From an optimization exercise on the open Yosys and OpenROAD flow, aimed at small area; shortcuts taken in it are not production practice. Only simulation tests tie the RTL to the original design; equivalence was not proved. No activity file was given, so power comes from the tool's default toggle rates.

==> inputs of 09-04 <==
// top
module  top (clk,reset,data1,data2,data3,data4,data5,data6,data7,data8,data9,data10,data11,data12,data13,data14,data15,data16,data17,data18,data19,data20,
	dataen1,dataen2,dataen3,dataen4,dataen5,dataen6,dataen7,dataen8,dataen9,dataen10,dataen11,dataen12,dataen13,dataen14,dataen15,dataen16,dataen17,dataen18,dataen19,dataen20,
	datao1,datao2,datao3,datao4,datao5,datao6,datao7,datao8,datao9,datao10,datao11,datao12,datao13,datao14,datao15,datao16,datao17,datao18,datao19,datao20);
Settings: LEC_CHECK=0, CAP_MARGIN=35, CELL_PAD_IN_SITES_DETAIL_PLACEMENT=0, CELL_PAD_IN_SITES_GLOBAL_PLACEMENT=0, CORE_MARGIN=2, CORE_UTILIZATION=65, CTS_BUF_LIST=sky130_fd_sc_hd__clkbuf_16, CTS_CLUSTER_DIAMETER=80, CTS_CLUSTER_SIZE=22, PLACE_DENSITY=0.75, SLEW_MARGIN=35; clock period 8.0 ns.
standard.sh (not shown) runs the stock make flow with config.mk's settings and CLKGATE_MAP_FILE= SYNTH_SCRIPT=/design/flow/synth_recipe.tcl, a recipe that flattens the netlist after the stock synthesis.
==> flow/flow/run.sh <==
#!/bin/bash
# The standard layout (standard.sh) with two changes:
#  - every input and output port is buffered by a sky130_fd_sc_hd__buf_1
#    (buffer_ports otherwise picks clkdlybuf4s50_1, 2.7x larger);
#  - synthesis maps with an area-oriented ABC script (flow/synth_area.tcl, flow/area.abc).
set -euo pipefail
export BUFFER_PORTS_ARGS="-buffer_cell sky130_fd_sc_hd__buf_1"
work=$(pwd)
sed "s#SYNTH_SCRIPT=[^ ]*#SYNTH_SCRIPT=$work/flow/synth_area.tcl#" standard.sh > flow_standard.sh
bash flow_standard.sh > standard.log 2>&1
==> flow/flow/area.abc <==
&get -n
&st
&dch
&nf -R 1000 -E 10
&put
&get -n
&st
&dch
&nf -R 1000 -E 10
&put
==> flow/flow/synth_area.tcl <==
# The standard flow's synthesis script (synth_recipe.tcl, in the work folder) unchanged, except that
# ABC's technology mapping uses the area-oriented script area.abc beside this file.
set ::area_abc_script [file join [file dirname [file normalize [info script]]] area.abc]
proc abc {args} {
  set i [lsearch -exact $args -script]
  if { $i >= 0 } {
    lset args [expr { $i + 1 }] $::area_abc_script
  }
  yosys abc {*}$args
}
source [file join [file dirname [file dirname [file normalize [info script]]]] synth_recipe.tcl]
==> 09-05: changes against 09-04 <==
==> flow/flow/run.sh (replaced) <==
#!/bin/bash
export BUFFER_PORTS_ARGS="-buffer_cell sky130_fd_sc_hd__buf_1"
bash standard.sh > standard.log 2>&1
--- a/flow/config.mk
+++ b/flow/config.mk
@@ -10,8 +10,6 @@
 export CELL_PAD_IN_SITES_GLOBAL_PLACEMENT = 0
 export CORE_MARGIN = 2
 export CORE_UTILIZATION = 65
-export CTS_BUF_LIST = sky130_fd_sc_hd__clkbuf_16
-export CTS_CLUSTER_DIAMETER = 80
-export CTS_CLUSTER_SIZE = 22
+export CTS_BUF_LIST = sky130_fd_sc_hd__clkbuf_4
 export PLACE_DENSITY = 0.75
 export SLEW_MARGIN = 35
removed: flow/flow/area.abc
removed: flow/flow/synth_area.tcl
==> 01-08: changes against 09-04 <==
==> flow/run.sh (new file) <==
#!/bin/bash
# synth_recipe.tcl (not shown) runs the flow's synth.tcl, then flattens the netlist and writes it again
# the make line also repeats each setting of config.mk as NAME=value (left out here)
make -C /OpenROAD-flow-scripts/flow DESIGN_CONFIG=/design/flow/config.mk WORK_HOME=/design/flow/orfs CLKGATE_MAP_FILE= SYNTH_SCRIPT=/design/flow/synth_recipe.tcl finish
==> flow/config.mk (replaced) <==
export PLATFORM = sky130hd
export DESIGN_NAME = top
export DESIGN_NICKNAME = top
export VERILOG_FILES = /design/flow/design.v
export SDC_FILE = /design/flow/constraint.sdc
export NUM_CORES = 8
export LEC_CHECK = 0
export CAP_MARGIN = 35
export CELL_PAD_IN_SITES_DETAIL_PLACEMENT = 0
export CELL_PAD_IN_SITES_GLOBAL_PLACEMENT = 1
export CORE_MARGIN = 2
export CORE_UTILIZATION = 50
export PLACE_DENSITY = 0.6
export SLEW_MARGIN = 35
removed: flow/flow/run.sh
removed: flow/flow/area.abc
removed: flow/flow/synth_area.tcl
removed: flow/standard.sh
==> notes <==
- Against 09-04, the synthesized cell count of 01-08 is higher by 18%.
- Total power: 09-04 < 09-05 < 01-08.
- The highest combinational power belongs to 01-08, the lowest to 09-05.
- In 09-05 the clock skew is higher than in 01-08, by 0.084 ns.
- The highest design area belongs to 01-08, the lowest to 09-04.
- Non-clock buffer count: 09-05 is lower than 01-08 (18).
- Routed wire length: 09-04 < 09-05 < 01-08.
- Between 09-04 and 09-05, the lower sequential power is in 09-05 (gap about 3%, measured against 09-05).

* * *

==> quartz <==
top, a different RTL version from the one above (not shown whole).
==> flow/config.mk <==
export PLATFORM = sky130hd
export DESIGN_NAME = top
export DESIGN_NICKNAME = top
export VERILOG_FILES = /design/flow/design.v
export SDC_FILE = /design/flow/constraint.sdc
export NUM_CORES = 8
export LEC_CHECK = 0
export CAP_MARGIN = 35
export CELL_PAD_IN_SITES_DETAIL_PLACEMENT = 0
export CELL_PAD_IN_SITES_GLOBAL_PLACEMENT = 0
export CORE_MARGIN = 2
export CORE_UTILIZATION = 65
export CTS_BUF_LIST = sky130_fd_sc_hd__clkbuf_16
export CTS_CLUSTER_DIAMETER = 80
export CTS_CLUSTER_SIZE = 22
export PLACE_DENSITY = 0.75
export SLEW_MARGIN = 35
==> flow/constraint.sdc <==
create_clock -name core_clock -period 8.0 [get_ports {clk}]
set_input_delay 1.6000 -clock core_clock [delete_from_list [all_inputs] [get_ports {clk}]]
set_output_delay 1.6000 -clock core_clock [all_outputs]
set_load 0.01 [all_outputs]
==> flow/flow/run.sh <==
#!/bin/bash
# The standard layout (standard.sh) with two changes:
#  - every input and output port is buffered by a sky130_fd_sc_hd__buf_1
#    (buffer_ports otherwise picks clkdlybuf4s50_1, 2.7x larger);
#  - synthesis maps with an area-oriented ABC script (flow/synth_area.tcl, flow/area.abc).
set -euo pipefail
export BUFFER_PORTS_ARGS="-buffer_cell sky130_fd_sc_hd__buf_1"
work=$(pwd)
sed "s#SYNTH_SCRIPT=[^ ]*#SYNTH_SCRIPT=$work/flow/synth_area.tcl#" standard.sh > flow_standard.sh
bash flow_standard.sh > standard.log 2>&1
==> flow/flow/area.abc <==
&get -n
&st
&dch -f
&nf -R 1000 -E 10 -p
&put
&get -n
&st
&dch -f
&nf -R 1000 -E 10 -p
&put
&get -n
&st
&dch -f
&nf -R 1000 -E 10 -p
&put
&get -n
&st
&dch -f
&nf -R 1000 -E 10 -p
&put
==> flow/flow/synth_area.tcl <==
# The standard flow's synthesis script (synth_recipe.tcl, in the work folder) unchanged, except that
# ABC's technology mapping uses the area-oriented script area.abc beside this file.
set ::area_abc_script [file join [file dirname [file normalize [info script]]] area.abc]
proc abc {args} {
  set i [lsearch -exact $args -script]
  if { $i >= 0 } {
    lset args [expr { $i + 1 }] $::area_abc_script
  }
  yosys abc {*}$args
}
source [file join [file dirname [file dirname [file normalize [info script]]]] synth_recipe.tcl]
==> inputs of violet, as changes to quartz <==
Settings changed: CAP_MARGIN 35 to 15, CORE_UTILIZATION 65 to 70, CTS_CLUSTER_DIAMETER 80 to 50, CTS_CLUSTER_SIZE 22 to 30, PLACE_DENSITY 0.75 to 0.8, SLEW_MARGIN 35 to 15.
==> summary.txt <==
Between violet and quartz, the lower clock power is in quartz (gap 26%, measured against quartz).
Of violet and quartz, quartz has the higher routed wire length (gap 0.39%, measured against quartz).
Die area: violet is lower than quartz (about 7%).
violet finished but fails on max-slew violations. quartz produced a clean layout.
Synthesized cell count is the same in quartz and violet.
Against violet, the clock-buffer cell count of quartz is lower by 28.
Total power: violet is larger than quartz (5.7%).
Combinational power is about the same in violet and quartz.
Of violet and quartz, violet has the higher final area (gap 1.3%, measured against quartz).
==> figures <==
                                                                          quartz                      violet
Hold Crit Start                                                 r_data22out3_p[7]           r_data33out3_p[7]
Buffers plus inverters on the worst setup path                                  5                           4
Met3 capacity usage during global routing                                  17.38%                      22.84%
Ratio of cells with drive above 1 in the final layout                      5.857%                      6.726%
Clock latency on the worst-skew pair                                      0.89 ns                     0.92 ns
Full die area                                                        174800 sq um                162400 sq um
Count of pins over their slew limit                                             0                           2
Drt first-iter violations                                                   21360                       24160
Clock buffers created by TritonCTS                                            158                         185
Outcome                                                  timing/DRC/antenna clean  complete, but fails checks
Reasons for failing layout checks                                               -         max-slew violations
Routed via count divided by cell count                                      7.526                       7.719
Clock-pin slew on the worst setup and hold paths                          0.09 ns                     0.10 ns
Vias                                                                        89340                       90870
Met2 Track Usage GR                                                        73.76%                      77.83%
Cell Pwr Density                                                    339.2 nW/um^2               353.8 nW/um^2
Number of standard cells in the final layout excluding fillers              11870                       11770
Tap cells                                                                    2218                        2072
Internal Power                                                           27.24 mW                    28.45 mW

-- re-timing with driven ports --
How much do the figures lean on ideal ports? The routed layouts below were timed once more, with nothing changed but the port constraints. Step 1, drivers: a clkbuf_16 drives clk and a buf_2 each remaining input, both assumed. Step 2 also shifts input and output timing later by t, the mid clock arrival at the registers, as if the neighbouring blocks saw the same clock. a / b / c = ideal / step 1 / step 2; a / b = the first two.
| run | t, ns | slack for setup (ns) | worst setup path at the end |
|---|---|---|---|
| 09-04 | 0.956 | 3.253 / 3.253 / 2.486 | input to register |
| 09-05 | 1.603 | 3.815 / 3.815 / 2.986 | input to register |
| 01-08 | 1.056 | 3.494 / 3.560 / 2.504 | input to register |
| quartz | 0.959 | 3.209 / 3.283 / 2.324 | input to register |
| violet | 0.990 | 2.346 / 2.413 / 1.424 | input to register |
The setup slack of 01-08, which loses most, moves by +0.066 ns with the drivers and by -0.990 ns with both steps.
